From an optimization exercise on the open Yosys and OpenROAD flow, aimed at small area, a short achievable clock period and few clock cycles per item; shortcuts taken in it are not production practice.
The RTL was checked by simulation tests, not by an equivalence proof against the original design.

cedar:
// div_iterative
module div_iterative (
    input  logic        clk,
    input  logic        rst_n,
    input  logic        valid_in,
    output logic        ready_out,
    input  logic [31:0] dividend,
    input  logic [31:0] divisor,
    output logic        valid_out,
    input  logic        ready_in,
    output logic [31:0] quotient,
    output logic [31:0] remainder
);
Size: about 1200 cells after synthesis, roughly 100 flip-flops, about 130 I/O pins.
export LEC_CHECK = 0
export CAP_MARGIN = 20
export CORE_MARGIN = 2
export CORE_UTILIZATION = 40
export SETUP_SLACK_MARGIN = 0.6
export SLEW_MARGIN = 20
create_clock -name core_clock -period 4.0 [get_ports {clk}]
standard.sh (not shown) runs the stock make flow with config.mk's settings and CLKGATE_MAP_FILE= SYNTH_SCRIPT=/design/flow/synth_recipe.tcl, a recipe that flattens the netlist after the stock synthesis.
==> flow/flow/run.sh <==
#!/bin/bash
# The standard layout, with buf_1 cells (not the default delay buffers) as
# the port buffers. Everything else is the standard flow.
set -euo pipefail
export BUFFER_PORTS_ARGS="-buffer_cell sky130_fd_sc_hd__buf_1"
bash standard.sh > standard.log 2>&1
Testbench counts of cedar, summed over its fixed seeds: cycles 16,103, items 3,200.
diff inputs: cedar => birch
==> flow/flow/run.sh <==
#!/bin/bash
# The standard layout, with buf_2 cells (not the default delay buffers) as
# the port buffers. Everything else is the standard flow.
set -euo pipefail
export BUFFER_PORTS_ARGS="-buffer_cell sky130_fd_sc_hd__buf_2"
bash standard.sh > standard.log 2>&1
[summary]
Changes observed in birch relative to cedar: depth of the critical timing path with buffers and inverters included rose 1; layout overhead on the synthesized area rose 0.38 points; worst stage delay on the critical path about even; number of cells in the design after placement fell 18.
Compared to cedar, the router laid down less metal wire for birch.
birch against cedar: clock-buffer cell count fell by 2; sequential share of layout area barely changed.

== lane 1 ==
Starting RTL as in the previous note.
// div_iterative
module div_iterative (
    input  logic        clk,
    input  logic        rst_n,
    input  logic        valid_in,
    output logic        ready_out,
    input  logic [31:0] dividend,
    input  logic [31:0] divisor,
    output logic        valid_out,
    input  logic        ready_in,
    output logic [31:0] quotient,
    output logic [31:0] remainder
);
export LEC_CHECK = 0
export CAP_MARGIN = 20
export CORE_MARGIN = 2
export CORE_UTILIZATION = 40
export SETUP_SLACK_MARGIN = 1.0
export SLEW_MARGIN = 20
create_clock -name core_clock -period 4.0 [get_ports {clk}]
==> flow/flow/run.sh <==
#!/bin/bash
# The standard layout, with buf_2 cells (not the default delay buffers) as
# the port buffers. Everything else is the standard flow.
set -euo pipefail
export BUFFER_PORTS_ARGS="-buffer_cell sky130_fd_sc_hd__buf_2"
bash standard.sh > standard.log 2>&1
Lane 1 closes out successfully: all stages finished, all timing, DRC and antenna checks passed.
Testbench counts of lane 1, summed over its fixed seeds: cycles 16,103, items 3,200.
diff inputs: lane 1 => lane 2
Settings: an added ABC_AREA of 1; a change of SETUP_SLACK_MARGIN from 1.0 to 0.6.
==> comparison <==
- Of lane 2 and lane 1, lane 2 shows the lower minimum period implied by the final worst setup slack, with lane 1 above it.
- The number of buffers inserted by port buffering of lane 1 and that of lane 2 are within noise of each other.
- Note that the die width recorded for lane 2 amounts to 1.06 times the value seen in lane 1.

Starting RTL as in the previous note.
clock: 4.0 ns
lec_check: 0
cap_margin: 20
core_margin: 2
core_utilization: 50
gpl_timing_driven: 1
slew_margin: 20
Scripts as last shown in full above: flow/flow/run.sh
Testbench counts at the start, summed over its fixed seeds: cycles 16,103, items 3,200.
==> next run, changes <==
--- a/flow/flow/run.sh
+++ b/flow/flow/run.sh
@@ -3 +3,2 @@
-# the port buffers. Everything else is the standard flow.
+# the port buffers, and without mapping adders to full/half-adder cells
+# before ABC. Everything else is the standard flow.
@@ -5,0 +7 @@
+export ADDER_MAP_FILE=
--- a/flow/config.mk
+++ b/flow/config.mk
@@ -10,2 +10 @@
-export CORE_UTILIZATION = 50
-export GPL_TIMING_DRIVEN = 1
+export CORE_UTILIZATION = 40
What happened: Maximum frequency goes down by 2.5%; critical path depth goes down by 3; register-to-register slack is worse by 0.11 ns; die area goes up by 32%; design area goes up by 5.9%; worst hold slack is better by 0.0031 ns; non-clock buffer count goes up by 9; final cell count goes up by 16%.
==> next run, changes <==
==> flow/flow/run.sh (replaced) <==
#!/bin/bash
# The standard layout, with buf_2 cells (not the default delay buffers) as
# the port buffers. Everything else is the standard flow.
set -euo pipefail
export BUFFER_PORTS_ARGS="-buffer_cell sky130_fd_sc_hd__buf_2"
bash standard.sh > standard.log 2>&1
What happened: The new run finished with timing, DRC and antenna clean. Setup slack gains 0.10 ns. Die area went down by 5.6%. Non-clock buffer count fell by 8. Final area shrinks by 5.1%.

Starting RTL as in the previous note.
export LEC_CHECK = 0
export CAP_MARGIN = 0
export CORE_MARGIN = 2
export CORE_UTILIZATION = 40
export SETUP_SLACK_MARGIN = 0.6
export SLEW_MARGIN = 0
create_clock -name core_clock -period 4.0 [get_ports {clk}]
==> flow/flow/run.sh <==
#!/bin/bash
# The standard layout, with buf_2 cells (not the default delay buffers) as
# the port buffers. Everything else is the standard flow.
set -euo pipefail
export BUFFER_PORTS_ARGS="-buffer_cell sky130_fd_sc_hd__buf_2"
bash standard.sh > standard.log 2>&1
Testbench counts at the start, summed over its fixed seeds: cycles 16,103, items 3,200.
Next try:
- CAP_MARGIN: 0 -> 20
- SETUP_SLACK_MARGIN: 0.6 -> 0.8
- SLEW_MARGIN: 0 -> 20
What happened:
- synthesized cell count does not change
- wire length barely changes
- cell count rose by about 1.6%
- sequential share of layout area fell by 0.82 points

==> re-timing with driven ports <==
How much do the figures lean on ideal ports? The routed layouts below were timed once more, with nothing changed but the port constraints. Step 1, drivers: a clkbuf_16 drives clk and a buf_2 each remaining input, both assumed. Step 2 also shifts input and output timing later by t, the mid clock arrival at the registers, as if the neighbouring blocks saw the same clock. Slacks: ideal ports / drivers / drivers and shift; pairs: ideal ports / drivers.
run | t, ns | slack for setup (ns) | worst setup path at the end | slew at the worst register clock pin (ns) | worst slew at a driven data input, ns
cedar | 0.410 | 0.684 / 0.684 / 0.302 | input to register | 0.08 / 0.08 | 0.06
birch | 0.412 | 0.700 / 0.700 / 0.362 | input to register | 0.08 / 0.08 | 0.04
lane 1 | 0.416 | 0.755 / 0.775 / 0.359 | input to register | 0.08 / 0.08 | 0.05
lane 2 | 0.415 | 0.867 / 0.869 / 0.477 | input to register | 0.08 / 0.08 | 0.06
the first run of note 3 | 0.418 | 0.398 / 0.410 / 0.005 | input to register | 0.09 / 0.09 | 0.04
the second run of note 3 | 0.415 | 0.304 / 0.304 / 0.304 | register to register | 0.09 / 0.09 | 0.04
the third run of note 3 | 0.415 | 0.405 / 0.431 / 0.020 | input to register | 0.08 / 0.08 | 0.04
the first run of note 4 | 0.412 | 0.702 / 0.702 / 0.367 | input to register | 0.08 / 0.08 | 0.04
the second run of note 4 | 0.413 | 0.803 / 0.835 / 0.422 | input to register | 0.08 / 0.08 | 0.05
After both steps setup and hold are still met in every run listed. For lane 1, which loses most, drivers alone change the setup slack by +0.020 ns; drivers and shift together by -0.396 ns.
